What follows belongs to an exercise in optimizing a design on an open flow for small area and a short achievable clock period; a production flow would make more cautious choices.
The RTL was checked by simulation tests, not by an equivalence proof against the original design.
Power figures rest on the tool's default switching activity, not on a simulated workload.

==> v9: inputs <==
// LedCPUwithRAM
module LedCPUwithRAM(
	clk,
	rst,
	switch,
	enter,
	outPattern
);
==> module progLogic, before the edit <==
module progLogic(clk,rst,switch,enter,dataWr,addrWr,wrEn);
input clk,rst,enter;
input [7:0] switch;
output reg [15:0] dataWr;
output reg [7:0] addrWr;
output reg wrEn;
reg [7:0] hi;
reg count;
reg enterPrev;
wire press = enterPrev & ~enter;
always @(posedge clk) begin
	enterPrev <= enter;
	if (rst) begin
		wrEn <= 1'b0;
		addrWr <= 8'd0;
		count <= 1'b0;
	end else if (press) begin
		if (!count) begin
			hi <= switch;
			count <= 1'b1;
		end else begin
			dataWr <= {hi, switch};
			wrEn <= 1'b1;
		end
	end else if (wrEn) begin
		addrWr <= addrWr + 8'd1;
		wrEn <= 1'b0;
		count <= 1'b0;
	end
end
endmodule
==> module mem1R1W, before the edit <==
module mem1R1W(clk, rst, jump, step, target, dataRd, addrWr, dataWr, wrEn);
input clk, rst;
input jump;              
input step;              
input [7:0] target;
output reg [15:0] dataRd;
input [7:0] addrWr;
input [15:0] dataWr;
input wrEn;
localparam K = 8;
reg [4095:0] ring;
reg [7:0] rot;           
reg [7:0] physRd;        
reg [7:0] pphys;         
reg pv;                  
wire [7:0] nrot = ~rot;   
always @(posedge clk)
	dataRd <= (pv && physRd == pphys) ? dataWr : ring[physRd*16 +: 16];
always @(posedge clk) begin
	rot <= rot + 8'd1;
	if (rst)
		physRd <= nrot;
	else if (jump)
		physRd <= target + nrot;
	else if (!step)
		physRd <= physRd - 8'd1;
end
wire land = pphys[2:0] == 3'd1;
always @(posedge clk) begin
	pv <= wrEn | (pv & ~land);
	pphys <= wrEn ? addrWr + nrot : pphys - 8'd1;
end
integer j;
always @(posedge clk) begin
	ring <= {ring[15:0], ring[4095:16]};
	for (j = 0; j < 256; j = j + K)
		if (pv && land && pphys[7:3] == j/K)
			ring[j*16 +: 16] <= dataWr;
end
endmodule
==> module LedCPUwithRAM, before the edit <==
module LedCPUwithRAM(
	clk,
	rst,
	switch,
	enter,
	outPattern
);
input clk, rst;
input [7:0] switch;
input enter;
output [7:0] outPattern;
parameter NDELAY = 4;
parameter FREQ = 5;
wire enterDB, wrEn, jump, step;
wire [7:0] addrWr, target;
wire [15:0] dataWr, dataRd;
debounce #(NDELAY) debounce_1(.rst(rst), .clk(clk), .noisy(enter), .clean(enterDB));
progLogic progLogic_1(.clk(clk), .rst(rst), .switch(switch), .enter(enterDB), .addrWr(addrWr), .dataWr(dataWr), .wrEn(wrEn));
mem1R1W mem1R1W_1(.clk(clk), .rst(rst), .jump(jump), .step(step), .target(target), .dataRd(dataRd), .addrWr(addrWr), .dataWr(dataWr), .wrEn(wrEn));
LedCPUcore #(FREQ) LedCPUcore_1(.clk(clk), .rst(rst), .dataRd(dataRd), .jump(jump), .step(step), .target(target), .outPattern(outPattern));
endmodule
make LEC_CHECK=0 CAP_MARGIN=20 CORE_MARGIN=2 CORE_UTILIZATION=40 SLEW_MARGIN=20 SYNTH_MEMORY_MAX_BITS=8192 finish   # period 5.5 ns
run.sh (not shown) runs the stock make flow with config.mk's settings and CLKGATE_MAP_FILE= SYNTH_SCRIPT=/design/flow/synth_recipe.tcl, a recipe that flattens the netlist after the stock synthesis.
==> v38: changes against v9 <==
--- a/flow/design.v
+++ b/flow/design.v
@@ -11,10 +11,11 @@
       else if (count == NDELAY) clean <= xnew;
       else count <= count+1;
 endmodule
-module progLogic(clk,rst,switch,enter,dataWr,addrWr,wrEn);
+module progLogic(clk,rst,switch,enter,dataWr,nDataWr,addrWr,wrEn);
 input clk,rst,enter;
 input [7:0] switch;
 output reg [15:0] dataWr;
+output reg [15:0] nDataWr;    
 output reg [7:0] addrWr;
 output reg wrEn;
 reg [7:0] hi;
@@ -33,6 +34,7 @@
 			count <= 1'b1;
 		end else begin
 			dataWr <= {hi, switch};
+			nDataWr <= ~{hi, switch};
 			wrEn <= 1'b1;
 		end
 	end else if (wrEn) begin
@@ -42,44 +44,80 @@
 	end
 end
 endmodule
-module mem1R1W(clk, rst, jump, step, target, dataRd, addrWr, dataWr, wrEn);
+module mem1R1W(clk, rst, jump, step, target, dataRd, addrWr, dataWr, nDataWr, wrEn);
 input clk, rst;
 input jump;              
 input step;              
 input [7:0] target;
-output reg [15:0] dataRd;
+output [15:0] dataRd;
 input [7:0] addrWr;
 input [15:0] dataWr;
+input [15:0] nDataWr;     
 input wrEn;
-localparam K = 8;
+localparam NP = 22;
 reg [4095:0] ring;
 reg [7:0] rot;           
-reg [7:0] physRd;        
+reg [15:0] selLo;        
+reg [15:0] selHi;        
 reg [7:0] pphys;         
 reg pv;                  
 wire [7:0] nrot = ~rot;   
-always @(posedge clk)
-	dataRd <= (pv && physRd == pphys) ? dataWr : ring[physRd*16 +: 16];
+wire [3:0] jtLo = target[3:0] + nrot[3:0];
+wire [3:0] jtHi = target[7:4] + nrot[7:4];
+wire [15:0] tLo = 16'd1 << target[3:0];
+wire [15:0] leLo = ~(16'hfffe << rot[3:0]);    
+wire carry = (tLo & ~leLo) != 16'd0;
+wire [15:0] jHi0 = 16'd1 << jtHi;
+wire [15:0] jHi = carry ? {jHi0[14:0], jHi0[15]} : jHi0;
 always @(posedge clk) begin
 	rot <= rot + 8'd1;
-	if (rst)
-		physRd <= nrot;
-	else if (jump)
-		physRd <= target + nrot;
-	else if (!step)
-		physRd <= physRd - 8'd1;
+	if (rst) begin
+		selLo <= 16'd1 << nrot[3:0];
+		selHi <= 16'd1 << nrot[7:4];
+	end else if (jump) begin
+		selLo <= 16'd1 << jtLo;
+		selHi <= jHi;
+	end else if (!step) begin
+		selLo <= {selLo[0], selLo[15:1]};
+		if (selLo[0])
+			selHi <= {selHi[0], selHi[15:1]};
+	end
 end
-wire land = pphys[2:0] == 3'd1;
+reg [63:0] nPart;
+reg byp;
+reg [15:0] g;
+integer i, k;
+wire [15:0] pLo = 16'd1 << pphys[3:0];
+wire [15:0] pHi = 16'd1 << pphys[7:4];
 always @(posedge clk) begin
-	pv <= wrEn | (pv & ~land);
-	pphys <= wrEn ? addrWr + nrot : pphys - 8'd1;
+	byp <= pv && (selLo & pLo) != 0 && (selHi & pHi) != 0;
+	for (k = 0; k < 4; k = k + 1) begin
+		g = 16'd0;
+		for (i = 64*k; i < 64*k + 64; i = i + 1)
+			g = g | (ring[i*16 +: 16] & {16{selLo[i%16] & selHi[i/16]}});
+		nPart[k*16 +: 16] <= ~g;
+	end
 end
+assign dataRd = byp ? ~nDataWr : ~(nPart[15:0] & nPart[31:16] & nPart[47:32] & nPart[63:48]);
+function [7:0] port(input integer j);
+	port = (j * 256) / NP;
+endfunction
+wire [7:0] pphysNext = wrEn ? addrWr + nrot : pphys - 8'd1;
+wire land = en != 0;
+wire pvNext = wrEn | (pv & ~land);
+reg [NP-1:0] en;
 integer j;
 always @(posedge clk) begin
+	pv <= pvNext;
+	pphys <= pphysNext;
+	for (j = 0; j < NP; j = j + 1)
+		en[j] <= pvNext && pphysNext == port(j) + 8'd1;
+end
+always @(posedge clk) begin
 	ring <= {ring[15:0], ring[4095:16]};
-	for (j = 0; j < 256; j = j + K)
-		if (pv && land && pphys[7:3] == j/K)
-			ring[j*16 +: 16] <= dataWr;
+	for (j = 0; j < NP; j = j + 1)
+		if (en[j])
+			ring[port(j)*16 +: 16] <= dataWr;
 end
 endmodule
 module LedCPUcore(clk,rst,dataRd,jump,step,target,outPattern);
@@ -127,9 +165,9 @@
 parameter FREQ = 5;
 wire enterDB, wrEn, jump, step;
 wire [7:0] addrWr, target;
-wire [15:0] dataWr, dataRd;
+wire [15:0] dataWr, nDataWr, dataRd;
 debounce #(NDELAY) debounce_1(.rst(rst), .clk(clk), .noisy(enter), .clean(enterDB));
-progLogic progLogic_1(.clk(clk), .rst(rst), .switch(switch), .enter(enterDB), .addrWr(addrWr), .dataWr(dataWr), .wrEn(wrEn));
-mem1R1W mem1R1W_1(.clk(clk), .rst(rst), .jump(jump), .step(step), .target(target), .dataRd(dataRd), .addrWr(addrWr), .dataWr(dataWr), .wrEn(wrEn));
+progLogic progLogic_1(.clk(clk), .rst(rst), .switch(switch), .enter(enterDB), .addrWr(addrWr), .dataWr(dataWr), .nDataWr(nDataWr), .wrEn(wrEn));
+mem1R1W mem1R1W_1(.clk(clk), .rst(rst), .jump(jump), .step(step), .target(target), .dataRd(dataRd), .addrWr(addrWr), .dataWr(dataWr), .nDataWr(nDataWr), .wrEn(wrEn));
 LedCPUcore #(FREQ) LedCPUcore_1(.clk(clk), .rst(rst), .dataRd(dataRd), .jump(jump), .step(step), .target(target), .outPattern(outPattern));
 endmodule
CORE_UTILIZATION = 66   (was 40)
CTS_CLUSTER_DIAMETER = 80   (was unset)
CTS_CLUSTER_SIZE = 24   (was unset)
SETUP_SLACK_MARGIN = 3.0   (was unset)
TNS_END_PERCENT = 10   (was unset)
==> notes <==
Against v9, the hold slack of v38 is higher by 0.014 ns.
Against v9, the routed wire length of v38 is larger by about 37%.
Between v38 and v9, the lower total power is in v38 (gap 21%, measured against v9).
Of v38 and v9, v9 has the higher count of clock-buffer cells in the layout (gap 388).
Combinational power: v9 is larger than v38 (50%).
Against v38, the cell count of v9 is higher by about 13%.
==> figures <==
|  | v38 | v9 |
|---|---|---|
| Mapped Avg Cell Area | 13.9 µm² | 16.4 µm² |
| Placement Setup Slack | 1.91 ns | 1.15 ns |
| Initial Util | 66.5% | 40.1% |
| Worst setup slack after layout | 2.64 ns | 1.04 ns |
| Detail Placement HPWL | 266 mm | 197 mm |
| Inverter count of the layout excluding clock inverters | 46 | 26 |
| Post-route met1 wirelength | 161 mm | 150 mm |
| Length of routed met2 wiring | 180 mm | 152 mm |
| Worst path bufs/invs | 2 | 3 |
| Non-Filler Instances | 10900 | 12400 |
| Outcome | complete, no violations | complete, no violations |
| Hold path start | mem1R1W_1.ring[738] | mem1R1W_1.ring[4069] |
| Non-Clock Buffer Area Fraction | 2.83% | 1.48% |

[port drivers added, routing unchanged]
In the flow no input, the clock included, has a driving cell. The finished layouts below were timed again as built, in two steps.
Step 1 assumes that a clkbuf_16 drives the clock port and a buf_2 every other input.
Step 2, shift: input delay + t, output delay - t, t = (earliest + latest rising clock arrival at the registers) / 2. This alone moves slack from input paths to output paths.
Slacks: no drivers / after step 1 / after step 2; pairs: no drivers / after step 1.
run	t (ns)	setup WS [ns]	worst slew at a driven data input, ns
v9	0.992	1.045 / 1.045 / 1.045	0.05
v38	0.994	2.641 / 2.641 / 2.044	0.22
After both steps setup and hold are still met in every run listed. For v38, which loses most, drivers alone change the setup slack by 0.000 ns; drivers and shift together by -0.597 ns.
